Background: an optimization exercise with open tools, aiming at small area. Do not read the settings as production practice. Only simulation tests tie the RTL to the original design; equivalence was not proved. No activity file was given, so power comes from the tool's default toggle rates.

// CLOCK_TOP
module CLOCK_TOP(
   input        CLK50M, KEY1, KEY2, KEY3, SW0, SW1, SW2, SW3, SW4, SW5, KNOCK, SENSOR, ROT_A, ROT_B,
   output [6:0] SEG0, SEG1, SEG2, SEG3, SEG4, SEG5, SEG6, SEG7,
   output [17:0] LED,
   output       BUZ_OUT);
Size: roughly 1400 cells after synthesis, roughly 13000 um^2 of cells after synthesis.
Settings: LEC_CHECK=0, CAP_MARGIN=20, CORE_MARGIN=2, CORE_UTILIZATION=60, PLACE_DENSITY=0.75, SLEW_MARGIN=20; clock period 20.0 ns.
standard.sh (not shown) runs the stock make flow with config.mk's settings and CLKGATE_MAP_FILE= SYNTH_SCRIPT=/design/flow/synth_recipe.tcl, a recipe that flattens the netlist after the stock synthesis.
==> flow/flow/run.sh <==
#!/bin/bash
# The standard layout (standard.sh, ORFS) with these changes:
#  - synthesis: flow/synth.tcl, the standard script with ABC mapping by flow/area.abc, and
#    no adder extraction (ADDER_MAP_FILE empty), so adders are mapped by ABC as plain logic;
#  - port buffers use sky130_fd_sc_hd__buf_1 (every input and output port still gets one);
#  - clock tree synthesis with clkbuf_4/clkbuf_8, sink clusters of at most 14 within 45 um,
#    and no dummy loads.
# make's full output goes to standard.log in this folder; ORFS keeps each step's log under
# orfs/logs/.
set -euo pipefail
here=$(pwd)
export MY_ABC_SCRIPT="$here/flow/area.abc"
export BUFFER_PORTS_ARGS="-buffer_cell sky130_fd_sc_hd__buf_1"
export CTS_ARGS="-sink_clustering_enable -repair_clock_nets -buf_list {sky130_fd_sc_hd__clkbuf_2 sky130_fd_sc_hd__clkbuf_4 sky130_fd_sc_hd__clkbuf_8} -sink_clustering_size 10 -sink_clustering_max_diameter 40 -dont_use_dummy_load"
bash standard.sh "SYNTH_SCRIPT=$here/flow/synth.tcl" "ADDER_MAP_FILE=" \
  "BUFFER_PORTS_ARGS=$BUFFER_PORTS_ARGS" "CTS_ARGS=$CTS_ARGS" finish > standard.log 2>&1
==> flow/flow/area.abc <==
strash
dc2
strash
dch -f
amap
==> flow/flow/synth.tcl <==
# synth_recipe.tcl (the standard synthesis) with one change: the ABC technology mapping uses
# the area-oriented script in area.abc (via $MY_ABC_SCRIPT) instead of ORFS's abc_speed
# script. Liberty, dont_use cells and constraints are passed to ABC unchanged. Registers are
# mapped by dfflibmap before ABC runs, so they are the standard synthesis's.
proc synth {args} { yosys synth -nofsm -noshare {*}$args }
proc abc {args} {
  set keep {}
  set skip 0
  foreach a $args {
    if { $skip } { set skip 0; continue }
    if { $a eq "-script" } { set skip 1; continue }
    lappend keep $a
  }
  lappend keep -script $::env(MY_ABC_SCRIPT)
  yosys abc {*}$keep
}
source $::env(SCRIPTS_DIR)/synth.tcl
# left out here: clear keep_hierarchy, flatten, clean up, hide names made inside functions, write 1_2_yosys.v
The baseline produced a clean layout.
==> next run, changes <==
--- a/flow/flow/run.sh
+++ b/flow/flow/run.sh
@@ -12,5 +12,5 @@
 export MY_ABC_SCRIPT="$here/flow/area.abc"
 export BUFFER_PORTS_ARGS="-buffer_cell sky130_fd_sc_hd__buf_1"
-export CTS_ARGS="-sink_clustering_enable -repair_clock_nets -buf_list {sky130_fd_sc_hd__clkbuf_2 sky130_fd_sc_hd__clkbuf_4 sky130_fd_sc_hd__clkbuf_8} -sink_clustering_size 10 -sink_clustering_max_diameter 40 -dont_use_dummy_load"
+export CTS_ARGS="-sink_clustering_enable -repair_clock_nets -buf_list {sky130_fd_sc_hd__clkbuf_4 sky130_fd_sc_hd__clkbuf_8} -sink_clustering_size 14 -sink_clustering_max_diameter 45 -dont_use_dummy_load"
 bash standard.sh "SYNTH_SCRIPT=$here/flow/synth.tcl" "ADDER_MAP_FILE=" \
   "BUFFER_PORTS_ARGS=$BUFFER_PORTS_ARGS" "CTS_ARGS=$CTS_ARGS" finish > standard.log 2>&1
Settings changed: CORE_UTILIZATION 60 to 80, PLACE_DENSITY 0.75 to 0.9.
=> The new run finished clean; clock skew falls by 0.027 ns; die area falls by 24%; critical path depth is unchanged; count of clock-buffer cells in the layout falls by 13; power falls by 7.8%; worst setup slack improves by 0.68 ns; sequential share of layout area rises by 0.95 points; cell count falls by 3.9%; routed wire length rises by 12%; global-route usage rises by 11 points.
==> next run, changes <==
--- a/flow/flow/run.sh
+++ b/flow/flow/run.sh
@@ -12,5 +12,5 @@
 export MY_ABC_SCRIPT="$here/flow/area.abc"
 export BUFFER_PORTS_ARGS="-buffer_cell sky130_fd_sc_hd__buf_1"
-export CTS_ARGS="-sink_clustering_enable -repair_clock_nets -buf_list {sky130_fd_sc_hd__clkbuf_4 sky130_fd_sc_hd__clkbuf_8} -sink_clustering_size 14 -sink_clustering_max_diameter 45 -dont_use_dummy_load"
+export CTS_ARGS="-sink_clustering_enable -repair_clock_nets -buf_list {sky130_fd_sc_hd__clkbuf_4} -sink_clustering_size 9 -sink_clustering_max_diameter 35 -dont_use_dummy_load"
 bash standard.sh "SYNTH_SCRIPT=$here/flow/synth.tcl" "ADDER_MAP_FILE=" \
   "BUFFER_PORTS_ARGS=$BUFFER_PORTS_ARGS" "CTS_ARGS=$CTS_ARGS" finish > standard.log 2>&1
What happened: Non-clock buffer count stays the same; die area stays the same; global-route usage fell by 1.2 points; power falls by a few percent; sequential share of layout area went up by 0.30 points; flip-flop and latch count does not change; fmax drops slightly; clock power falls by roughly a tenth.
==> next run, changes <==
==> flow/run.sh (new file) <==
#!/bin/bash
# synth_recipe.tcl (not shown) runs the flow's synth.tcl, then flattens the netlist and writes it again
# the make line also repeats each setting of config.mk as NAME=value (left out here)
make -C /OpenROAD-flow-scripts/flow DESIGN_CONFIG=/design/flow/config.mk WORK_HOME=/design/flow/orfs CLKGATE_MAP_FILE= SYNTH_SCRIPT=/design/flow/synth_recipe.tcl finish
Settings changed: CTS_BUF_LIST set to sky130_fd_sc_hd__clkbuf_4 sky130_fd_sc_hd__clkbuf_8, CTS_CLUSTER_DIAMETER set to 45, CTS_CLUSTER_SIZE set to 14.
removed: flow/flow/run.sh
removed: flow/flow/area.abc
removed: flow/flow/synth.tcl
removed: flow/standard.sh
Hold slack is better by 0.019 ns.
Wire length went up by a quarter to a third.
Non-clock buffer count fell by 2.
Cell area went up by about a fifth.
Cell count rose slightly.
Power goes up by about a fifth.
Area after synthesis went up by roughly a tenth.
Fmax drops by a few percent.
Via count grows by roughly a tenth.
Synthesized cell count goes up by a few percent.
==> next run, changes <==
==> flow/flow/run.sh (new file) <==
#!/bin/bash
set -euo pipefail
export BUFFER_PORTS_ARGS="-buffer_cell sky130_fd_sc_hd__buf_1"
export CTS_ARGS="-sink_clustering_enable -repair_clock_nets -buf_list {sky130_fd_sc_hd__clkbuf_4 sky130_fd_sc_hd__clkbuf_8} -sink_clustering_size 14 -sink_clustering_max_diameter 45 -dont_use_dummy_load"
bash standard.sh "BUFFER_PORTS_ARGS=$BUFFER_PORTS_ARGS" "CTS_ARGS=$CTS_ARGS" finish > standard.log 2>&1
==> flow/standard.sh (new file) <==
#!/bin/bash
# synth_recipe.tcl (not shown) runs the flow's synth.tcl, then flattens the netlist and writes it again
# the make line also repeats each setting of config.mk as NAME=value (left out here)
make -C /OpenROAD-flow-scripts/flow DESIGN_CONFIG=/design/flow/config.mk WORK_HOME=/design/flow/orfs CLKGATE_MAP_FILE= SYNTH_SCRIPT=/design/flow/synth_recipe.tcl "${@:-finish}"
Settings changed: CTS_BUF_LIST sky130_fd_sc_hd__clkbuf_4 sky130_fd_sc_hd__clkbuf_8 to not set, CTS_CLUSTER_DIAMETER 45 to not set, CTS_CLUSTER_SIZE 14 to not set.
removed: flow/run.sh
Effect:
- The new run passed the timing, DRC and antenna checks
- synthesized area stays the same
- final area drops by 5.0%
- via count drops by 8.9%
- die area stays the same
- worst hold slack gains 0.0066 ns
- fmax climbs by 5.1%
- sequential share of layout area climbs by 2.3 points

## port drivers added, routing unchanged
Ports are ideal in the flow. The routed layouts listed here were re-timed in OpenROAD.
Step 1 (the two cells are an assumption about what drives the block):
set clk [get_ports {CLK50M}]
set_driving_cell -lib_cell sky130_fd_sc_hd__clkbuf_16 $clk
set_driving_cell -lib_cell sky130_fd_sc_hd__buf_2 [delete_from_list [all_inputs] $clk]
Step 2 also shifts input and output timing later by t, the mid clock arrival at the registers, as if the neighbouring blocks saw the same clock.
a / b / c = no drivers / after step 1 / after step 2; a / b = the first two.
run	shift t [ns]	setup slack, ns	worst setup path at the end
the first run	0.559	12.106 / 12.062 / 12.621	register to output
the second run	0.595	12.785 / 12.742 / 13.336	register to output
the third run	0.670	12.690 / 12.645 / 13.315	register to output
the fourth run	0.623	12.288 / 12.243 / 12.865	register to output
the fifth run	0.612	12.660 / 12.619 / 13.231	register to output
After both steps setup and hold are still met in every run listed.
